This is an optimization exercise on Yosys and OpenROAD, whose aim is small area, not a production implementation.
RTL that was checked went through simulation tests only; none was proved equivalent to the original.

==> flow/design.v (excerpt) <==
module motor1stab(clk, rst,
m1in, m2in, m3in, m4in, ch6ratio, ch3ratio,
m1ratio,m2ratio,m3ratio,m4ratio);
For scale: about 150 flip-flops.
Settings: LEC_CHECK=0, CAP_MARGIN=20, CORE_MARGIN=2, CORE_UTILIZATION=40, SLEW_MARGIN=20; clock period 40.0 ns.
run.sh (not shown) runs the stock make flow with config.mk's settings and CLKGATE_MAP_FILE= SYNTH_SCRIPT=/design/flow/synth_recipe.tcl, a recipe that flattens the netlist after the stock synthesis.
The first run passed the timing, design-rule and antenna checks.
==> next run, changes <==
ABC_AREA = 1   (was not set)
CORE_UTILIZATION = 55   (was 40)
CTS_BUF_LIST = sky130_fd_sc_hd__clkbuf_8   (was not set)
After rerunning:
- The changed run passed the timing, design-rule and antenna checks
- setup slack is better by 0.36 ns
- cell count decreases slightly
- routed wire length drops by a few percent
- hold slack gets better by 0.0065 ns
No functional check of the RTL was part of any run of this note.

---

Setup of alpha:
motor1stab, a different RTL version from the one above (not shown whole).
For scale: about 2100 cells after synthesis, about 150 flip-flops, roughly 110 I/O pins, about 19000 µm² of cells after synthesis.
==> flow/config.mk <==
export PLATFORM = sky130hd
export DESIGN_NAME = motor1stab
export DESIGN_NICKNAME = motor1stab
export VERILOG_FILES = /design/flow/design.v
export SDC_FILE = /design/flow/constraint.sdc
export NUM_CORES = 4
export LEC_CHECK = 0
export CAP_MARGIN = 20
export CORE_MARGIN = 2
export CORE_UTILIZATION = 75
export CTS_BUF_LIST = sky130_fd_sc_hd__clkbuf_8
export CTS_CLUSTER_SIZE = 30
export SLEW_MARGIN = 20
==> flow/constraint.sdc <==
create_clock -name core_clock -period 40.0 [get_ports {clk}]
set_input_delay 8.0000 -clock core_clock [delete_from_list [all_inputs] [get_ports {clk}]]
set_output_delay 8.0000 -clock core_clock [all_outputs]
set_load 0.01 [all_outputs]
standard.sh (not shown) runs the stock make flow with config.mk's settings and CLKGATE_MAP_FILE= SYNTH_SCRIPT=/design/flow/synth_recipe.tcl, a recipe that flattens the netlist after the stock synthesis.
==> flow/flow/run.sh <==
#!/bin/bash
# Own layout flow: the standard layout (standard.sh) with four changes:
#  - synthesis runs synth_recipe.tcl with its synth wrapper replaced by
#    flow/synth_proc.tcl: the full/half adders are extracted before synth's
#    abc -fast instead of after it (same passes otherwise, same registers);
#  - the logic is mapped with an area-oriented ABC script (flow/abc_area.script,
#    used as ORFS's abc_area.script with ABC_AREA=1);
#  - the port buffers are sky130_fd_sc_hd__buf_1 cells;
#  - clock tree: clkbuf_16 at the root, clkbuf_4/clkbuf_8 below it, no dummy loads.
# Each step's output goes to its own log file in this folder.
set -euo pipefail
here=$(pwd)
rm -rf "$here/scripts_local"
cp -r "$FLOW_HOME/scripts" "$here/scripts_local"
cp "$here/flow/abc_area.script" "$here/scripts_local/abc_area.script"
first='proc synth {args} { yosys synth -nofsm -noshare {*}$args }'
if [[ "$(head -1 synth_recipe.tcl)" != "$first" ]]; then
  echo "synth_recipe.tcl does not start with the expected synth wrapper" >&2
  exit 1
fi
{ cat "$here/flow/synth_proc.tcl"; tail -n +2 synth_recipe.tcl; } > "$here/own_synth.tcl"
bash standard.sh SCRIPTS_DIR="$here/scripts_local" ABC_AREA=1 SYNTH_SCRIPT="$here/own_synth.tcl" synth > "$here/flow_synth.log" 2>&1
export BUFFER_PORTS_ARGS="-buffer_cell sky130_fd_sc_hd__buf_1"
export CTS_ARGS="-repair_clock_nets -root_buf sky130_fd_sc_hd__clkbuf_16 -buf_list {sky130_fd_sc_hd__clkbuf_4 sky130_fd_sc_hd__clkbuf_8} -dont_use_dummy_load"
bash standard.sh finish > "$here/flow_finish.log" 2>&1
Other scripts of this flow, unchanged in this note and not shown: flow/flow/abc_area.script, flow/flow/synth_proc.tcl
### alpha -> beta
-- flow/flow/run.sh --
<<< alpha, line 22
bash standard.sh SCRIPTS_DIR="$here/scripts_local" ABC_AREA=1 SYNTH_SCRIPT="$here/own_synth.tcl" synth > "$here/flow_synth.log" 2>&1
export BUFFER_PORTS_ARGS="-buffer_cell sky130_fd_sc_hd__buf_1"
export CTS_ARGS="-repair_clock_nets -root_buf sky130_fd_sc_hd__clkbuf_16 -buf_list {sky130_fd_sc_hd__clkbuf_4 sky130_fd_sc_hd__clkbuf_8} -dont_use_dummy_load"
bash standard.sh finish > "$here/flow_finish.log" 2>&1
>>> beta, line 22
bash standard.sh SCRIPTS_DIR="$here/scripts_local" ABC_AREA=1 SYNTH_SCRIPT="$here/own_synth.tcl" synth > "$here/flow_synth.log" 2>&1
export BUFFER_PORTS_ARGS="-buffer_cell sky130_fd_sc_hd__buf_1"
export CTS_ARGS="-sink_clustering_enable -repair_clock_nets -sink_clustering_size 60 -sink_clustering_max_diameter 400 -root_buf sky130_fd_sc_hd__clkbuf_16 -buf_list {sky130_fd_sc_hd__clkbuf_8 sky130_fd_sc_hd__clkbuf_16} -dont_use_dummy_load"
bash standard.sh finish > "$here/flow_finish.log" 2>&1
## What came out
Taking alpha as the reference, in beta utilization now sits higher; first-pass GRT wire length went up; number of flip-flops and latches saw little to no change; fraction of layout instances using a drive strength above 1 level; sequential share of layout area decreased by 0.17 points relative to the old numbers.
From alpha to beta, path length in cells of the critical path did not move at all.
beta against alpha; design area is up slightly.
alpha has lower met2 wire length than beta.
The run with more setup slack is beta; alpha has less.
Diff beta..alpha | total of clock buffers placed in the layout | unchanged
Input-level comparison between gamma and beta:
-- flow/flow/run.sh --
<<< beta, line 22
bash standard.sh SCRIPTS_DIR="$here/scripts_local" ABC_AREA=1 SYNTH_SCRIPT="$here/own_synth.tcl" synth > "$here/flow_synth.log" 2>&1
export BUFFER_PORTS_ARGS="-buffer_cell sky130_fd_sc_hd__buf_1"
export CTS_ARGS="-sink_clustering_enable -repair_clock_nets -sink_clustering_size 60 -sink_clustering_max_diameter 400 -root_buf sky130_fd_sc_hd__clkbuf_16 -buf_list {sky130_fd_sc_hd__clkbuf_8 sky130_fd_sc_hd__clkbuf_16} -dont_use_dummy_load"
bash standard.sh finish > "$here/flow_finish.log" 2>&1
>>> gamma, line 22
bash standard.sh SCRIPTS_DIR="$here/scripts_local" ABC_AREA=1 SYNTH_SCRIPT="$here/own_synth.tcl" synth > "$here/flow_synth.log" 2>&1
export BUFFER_PORTS_ARGS="-buffer_cell sky130_fd_sc_hd__buf_1"
export CTS_ARGS="-sink_clustering_enable -repair_clock_nets -sink_clustering_size 30 -root_buf sky130_fd_sc_hd__clkbuf_16 -buf_list {sky130_fd_sc_hd__clkbuf_4 sky130_fd_sc_hd__clkbuf_8} -dont_use_dummy_load"
bash standard.sh finish > "$here/flow_finish.log" 2>&1
==> comparison <==
- gamma | stages: all done | timing, DRC, antenna: all pass
- Number of optimization iterations in the first detailed-route pass: gamma vs beta down 3
- Post-detailed-routing wire length: gamma vs beta down 1700 µm
- Compared with beta, gamma shows final area that has gone down slightly.
- Reported for beta and gamma, depth of the critical timing path with buffers and inverters included turned out identical to the last digit.
- Against beta, gamma reports a actual transition at the worst max-transition pin that is lower.
- Side by side, data arrival time at the worst-slack endpoint turned out higher in gamma than in beta.
- Delta (gamma minus beta): synthesized cell count held steady; proportion of cell area spent on the clock network shrank by 0.86 points.

---

run A:
Another version of the RTL of motor1stab (not shown whole).
Size: about 2100 cells after synthesis, about 150 flip-flops, roughly 110 I/O pins, about 20000 um^2 of cells after synthesis.
==> flow/design.v (excerpt) <==
module motor1stab(clk, rst,
m1in, m2in, m3in, m4in, ch6ratio, ch3ratio,
m1ratio,m2ratio,m3ratio,m4ratio);
clock: 40.0 ns
lec_check: 0
cap_margin: 10
core_margin: 2
core_utilization: 70
cts_buf_list: sky130_fd_sc_hd__clkbuf_8
cts_cluster_size: 30
gpl_timing_driven: 0
slew_margin: 10
==> flow/flow/run.sh <==
#!/bin/bash
# Own layout flow: the standard layout (standard.sh) with three changes:
#  - synthesis runs synth_recipe.tcl with its synth wrapper replaced by
#    flow/synth_proc.tcl: the full/half adders are extracted before synth's
#    abc -fast instead of after it (same passes otherwise, same registers);
#  - the logic is mapped with an area-oriented ABC script (flow/abc_area.script,
#    used as ORFS's abc_area.script with ABC_AREA=1);
#  - the port buffers are sky130_fd_sc_hd__buf_1 cells.
# Each step's output goes to its own log file in this folder.
set -euo pipefail
here=$(pwd)
rm -rf "$here/scripts_local"
cp -r "$FLOW_HOME/scripts" "$here/scripts_local"
cp "$here/flow/abc_area.script" "$here/scripts_local/abc_area.script"
first='proc synth {args} { yosys synth -nofsm -noshare {*}$args }'
if [[ "$(head -1 synth_recipe.tcl)" != "$first" ]]; then
  echo "synth_recipe.tcl does not start with the expected synth wrapper" >&2
  exit 1
fi
{ cat "$here/flow/synth_proc.tcl"; tail -n +2 synth_recipe.tcl; } > "$here/own_synth.tcl"
bash standard.sh SCRIPTS_DIR="$here/scripts_local" ABC_AREA=1 SYNTH_SCRIPT="$here/own_synth.tcl" synth > "$here/flow_synth.log" 2>&1
export BUFFER_PORTS_ARGS="-buffer_cell sky130_fd_sc_hd__buf_1"
bash standard.sh finish > "$here/flow_finish.log" 2>&1
==> flow/flow/abc_area.script <==
strash
dch -f
map -a
topo
==> flow/flow/synth_proc.tcl <==
# Replaces the first line of synth_recipe.tcl (its synth wrapper). Same synth -nofsm
# -noshare, except that the fine stage extracts the full and half adders (as ORFS's
# synth.tcl does later) before synth's own abc -fast, so that the adder structure of
# the RTL reaches the adder cells. Registers are not touched by this step.
proc synth {args} {
  set i [lsearch -exact $args "fine:"]
  if { $i > 0 && [lindex $args [expr {$i - 1}]] == "-run" } {
    # the fine stage of synth, with the full adders extracted before abc -fast
    set rest [lreplace $args [expr {$i - 1}] $i]
    set top [lindex $rest [expr {[lsearch -exact $rest "-top"] + 1}]]
    set extra {}
    set j [lsearch -exact $rest "-extra-map"]
    if { $j >= 0 } { set extra [list -map [lindex $rest [expr {$j + 1}]]] }
    yosys opt -fast -full
    yosys memory_map
    yosys opt -full
    yosys techmap -map +/techmap.v {*}$extra
    yosys opt -fast
    yosys extract_fa
    yosys techmap -map $::env(ADDER_MAP_FILE)
    yosys techmap
    yosys opt -fast
    yosys abc -fast
    yosys opt -fast
    yosys synth -nofsm -noshare -run check: {*}$rest
  } else {
    yosys synth -nofsm -noshare {*}$args
  }
}
Setup changes, run A to run B
# run A
export LEC_CHECK = 0
export CAP_MARGIN = 10
export CORE_MARGIN = 2
export CORE_UTILIZATION = 70
export CTS_BUF_LIST = sky130_fd_sc_hd__clkbuf_8
export CTS_CLUSTER_SIZE = 30
export GPL_TIMING_DRIVEN = 0
export SLEW_MARGIN = 10
create_clock -name core_clock -period 40.0 [get_ports {clk}]
# run B
export LEC_CHECK = 0
export CAP_MARGIN = 20
export CORE_MARGIN = 2
export CORE_UTILIZATION = 70
export CTS_BUF_LIST = sky130_fd_sc_hd__clkbuf_8
export CTS_CLUSTER_SIZE = 30
export SLEW_MARGIN = 20
create_clock -name core_clock -period 40.0 [get_ports {clk}]
-- flow/flow/run.sh --
<<< run A, line 2
# Own layout flow: the standard layout (standard.sh) with three changes:
>>> run B, line 2
# Own layout flow: the standard layout (standard.sh) with four changes:
<<< run A, line 8
#  - the port buffers are sky130_fd_sc_hd__buf_1 cells.
>>> run B, line 8
#  - the port buffers are sky130_fd_sc_hd__buf_1 cells;
#  - after global routing, gates off the critical paths are downsized
#    (ORFS's RECOVER_POWER step, repair_timing -recover_power).
<<< run A, line 23
bash standard.sh finish > "$here/flow_finish.log" 2>&1
>>> run B, line 25
bash standard.sh RECOVER_POWER=100 finish > "$here/flow_finish.log" 2>&1
--- outcome ---
Completing all stages was not enough for run B: its layout failed the final checks because of capacitance limit, slew limit. From run A to run B the numbers moved as follows: first-pass GRT wire length has remained practically unchanged; cell area after layout -140 um^2; depth of the worst register-to-register path now sits higher; transition time at the pin with the least slew margin has increased. Row sum of met2 wire segment lengths after detailed routing: run B lower / run A higher. Diff run A -> run B: via count normalized by instance count shows no meaningful change; met1 usage in global routing closely matched the old numbers; portion of the clock cycle consumed by the worst path in the final layout was more or less identical; synthesized area shows no meaningful change; area share of xor/xnor cells in the synthesized design held steady. On maximum frequency, run B and run A are neck and neck.
Edits applied to the flow inputs when going from run B to run C:
# run B
export LEC_CHECK = 0
export CAP_MARGIN = 20
export CORE_MARGIN = 2
export CORE_UTILIZATION = 70
export CTS_BUF_LIST = sky130_fd_sc_hd__clkbuf_8
export CTS_CLUSTER_SIZE = 30
export SLEW_MARGIN = 20
create_clock -name core_clock -period 40.0 [get_ports {clk}]
# run C
export LEC_CHECK = 0
export CAP_MARGIN = 20
export CORE_MARGIN = 2
export CORE_UTILIZATION = 75
export CTS_BUF_LIST = sky130_fd_sc_hd__clkbuf_8
export CTS_CLUSTER_SIZE = 30
export SLEW_MARGIN = 20
create_clock -name core_clock -period 40.0 [get_ports {clk}]
-- flow/flow/run.sh --
<<< run B, line 9
#  - after global routing, gates off the critical paths are downsized
#    (ORFS's RECOVER_POWER step, repair_timing -recover_power).
>>> run C, line 9
#  - clock tree: clkbuf_16 at the root, clkbuf_4/clkbuf_8 below it, no dummy loads.
<<< run B, line 25
bash standard.sh RECOVER_POWER=100 finish > "$here/flow_finish.log" 2>&1
>>> run C, line 24
export CTS_ARGS="-sink_clustering_enable -repair_clock_nets -sink_clustering_size 30 -root_buf sky130_fd_sc_hd__clkbuf_16 -buf_list {sky130_fd_sc_hd__clkbuf_4 sky130_fd_sc_hd__clkbuf_8} -dont_use_dummy_load"
bash standard.sh finish > "$here/flow_finish.log" 2>&1
Notes after the runs:
The sequential share of layout area was comparable across run B and run C.
Summary of run C over run B: routed via count divided by cell count grew by 0.32.
Hold slack delta for run C relative to run B: 0.013 ns lower
Run C went all the way through synthesis, placement and routing and the layout is clean on timing, DRC and antenna.
Run C vs run B — wire length climbed by a few percent
Final area: run C better than run B
Setup changes, run C to run D
# run C
export LEC_CHECK = 0
export CAP_MARGIN = 20
export CORE_MARGIN = 2
export CORE_UTILIZATION = 75
export CTS_BUF_LIST = sky130_fd_sc_hd__clkbuf_8
export CTS_CLUSTER_SIZE = 30
export SLEW_MARGIN = 20
create_clock -name core_clock -period 40.0 [get_ports {clk}]
# run D
export LEC_CHECK = 0
export CAP_MARGIN = 20
export CORE_MARGIN = 2
export CORE_UTILIZATION = 80
export CTS_BUF_LIST = sky130_fd_sc_hd__clkbuf_8
export CTS_CLUSTER_SIZE = 30
export SLEW_MARGIN = 20
create_clock -name core_clock -period 40.0 [get_ports {clk}]
Results
Comparing run D and run C, the lower final hold slack was measured on run C.
Cmp run D and run C / slew at the pin closest to its max-slew limit / lower: run C
[run D vs run C] aggregate global-route resource usage: higher in run D

---

motor1stab, a different RTL version from the one above (not shown whole).
Size in the first run: about 2200 cells after synthesis, about 150 flip-flops, roughly 20000 µm² of cells after synthesis.
==> flow/config.mk <==
export PLATFORM = sky130hd
export DESIGN_NAME = motor1stab
export DESIGN_NICKNAME = motor1stab
export VERILOG_FILES = /design/flow/design.v
export SDC_FILE = /design/flow/constraint.sdc
export NUM_CORES = 4
export LEC_CHECK = 0
export CAP_MARGIN = 20
export CORE_MARGIN = 2
export CORE_UTILIZATION = 40
export SLEW_MARGIN = 20
==> flow/constraint.sdc <==
create_clock -name core_clock -period 40.0 [get_ports {clk}]
set_input_delay 8.0000 -clock core_clock [delete_from_list [all_inputs] [get_ports {clk}]]
set_output_delay 8.0000 -clock core_clock [all_outputs]
set_load 0.01 [all_outputs]
==> flow/flow/run.sh <==
#!/bin/bash
# Own layout flow: the standard layout (standard.sh) with two changes: synthesis
# maps the logic with an area-oriented ABC script (flow/abc_area.script, used as
# ORFS's abc_area.script with ABC_AREA=1) instead of ORFS's speed script.
# Yosys's own steps, and so the registers, are those of the standard synthesis.
# The port buffers are sky130_fd_sc_hd__buf_1 cells.
set -euo pipefail
here=$(pwd)
rm -rf "$here/scripts_local"
cp -r "$FLOW_HOME/scripts" "$here/scripts_local"
cp "$here/flow/abc_area.script" "$here/scripts_local/abc_area.script"
bash standard.sh SCRIPTS_DIR="$here/scripts_local" ABC_AREA=1 synth > "$here/flow_synth.log" 2>&1
export BUFFER_PORTS_ARGS="-buffer_cell sky130_fd_sc_hd__buf_1"
bash standard.sh finish > "$here/flow_finish.log" 2>&1
Scripts as last shown in full above: flow/flow/abc_area.script
The baseline ran to the end with no violations.
==> next run, changes <==
--- a/flow/config.mk
+++ b/flow/config.mk
@@ -9,3 +9,5 @@
 export CORE_MARGIN = 2
-export CORE_UTILIZATION = 40
+export CORE_UTILIZATION = 55
+export CTS_BUF_LIST = sky130_fd_sc_hd__clkbuf_8
+export CTS_CLUSTER_SIZE = 30
 export SLEW_MARGIN = 20
=> Via count hardly moves; area after synthesis stays the same; fmax hardly moves; setup slack improved by 0.018 ns; clock skew rose by 0.0065 ns; die area fell by 27%; non-clock buffer count fell by 4; register-to-register slack improved by 0.33 ns; critical path depth rose by 2.
==> next run, changes <==
==> flow/flow/run.sh (replaced) <==
#!/bin/bash
# Own layout flow: the standard layout (standard.sh) with one change: synthesis
# maps the logic with an area-oriented ABC script (flow/abc_area.script, used as
# ORFS's abc_area.script with ABC_AREA=1) instead of ORFS's speed script.
# Yosys's own steps, and so the registers, are those of the standard synthesis.
set -euo pipefail
here=$(pwd)
rm -rf "$here/scripts_local"
cp -r "$FLOW_HOME/scripts" "$here/scripts_local"
cp "$here/flow/abc_area.script" "$here/scripts_local/abc_area.script"
bash standard.sh SCRIPTS_DIR="$here/scripts_local" ABC_AREA=1 synth > "$here/flow_synth.log" 2>&1
bash standard.sh finish > "$here/flow_finish.log" 2>&1
--- a/flow/config.mk
+++ b/flow/config.mk
@@ -9,5 +9,3 @@
 export CORE_MARGIN = 2
-export CORE_UTILIZATION = 55
-export CTS_BUF_LIST = sky130_fd_sc_hd__clkbuf_8
-export CTS_CLUSTER_SIZE = 30
+export CORE_UTILIZATION = 40
 export SLEW_MARGIN = 20
Wire length grows by 3.6%; setup slack is worse by 0.017 ns; core utilization drops by 14 points; fmax stays flat; final cell count grows by 7.3%.
==> next run, changes <==
==> flow/run.sh (new file) <==
#!/bin/bash
# synth_recipe.tcl (not shown) runs the flow's synth.tcl, then flattens the netlist and writes it again
# the make line also repeats each setting of config.mk as NAME=value (left out here)
make -C /OpenROAD-flow-scripts/flow DESIGN_CONFIG=/design/flow/config.mk WORK_HOME=/design/flow/orfs CLKGATE_MAP_FILE= SYNTH_SCRIPT=/design/flow/synth_recipe.tcl finish
removed: flow/flow/run.sh
removed: flow/flow/abc_area.script
removed: flow/standard.sh
=> Clock-buffer cell count grows by 2; critical path depth stays the same; worst hold slack hardly moves; worst setup slack got worse by 0.065 ns; non-clock buffer count grows by 5; first-iteration DRC count shrinks by 7.8%; utilization shrinks by 0.88 points.

## what the ideal ports hide
The results above use ideal ports. As a check the final layouts listed here were re-extracted and re-timed, cells and wires unchanged. Step 1 assumes that a clkbuf_16 drives the clock port and a buf_2 every other input. Step 2, shift: input delay + t, output delay - t, t = (earliest + latest rising clock arrival at the registers) / 2. This alone moves slack from input paths to output paths. a / b / c = no drivers / after step 1 / after step 2; a / b = the first two.
run	t, ns	setup slack, ns	worst register clock-pin slew, ns	worst slew at a driven data input, ns
the first run of note 1	0.502	4.049 / 4.028 / 4.028	0.07 / 0.07	0.07
the second run of note 1	0.538	4.408 / 4.385 / 4.385	0.11 / 0.11	0.05
alpha	0.413	1.921 / 1.894 / 1.894	0.10 / 0.10	0.05
beta	0.464	1.972 / 1.945 / 1.945	0.07 / 0.07	0.05
gamma	0.413	1.921 / 1.894 / 1.894	0.10 / 0.10	0.05
run A	0.508	0.962 / 0.913 / 0.913	0.09 / 0.09	0.05
run B	0.496	0.982 / 0.956 / 0.956	0.10 / 0.10	0.06
run C	0.425	1.049 / 1.007 / 1.007	0.10 / 0.10	0.06
run D	0.429	0.850 / 0.805 / 0.805	0.10 / 0.10	0.06
the first run of note 4	0.487	1.250 / 1.217 / 1.217	0.07 / 0.07	0.05
the second run of note 4	0.522	1.269 / 1.246 / 1.246	0.10 / 0.10	0.04
the third run of note 4	0.500	1.251 / 1.228 / 1.228	0.07 / 0.07	0.05
the fourth run of note 4	0.492	1.186 / 1.162 / 1.162	0.08 / 0.08	0.06
For run A, which loses most, drivers alone change the setup slack by -0.049 ns; drivers and shift together by -0.049 ns.
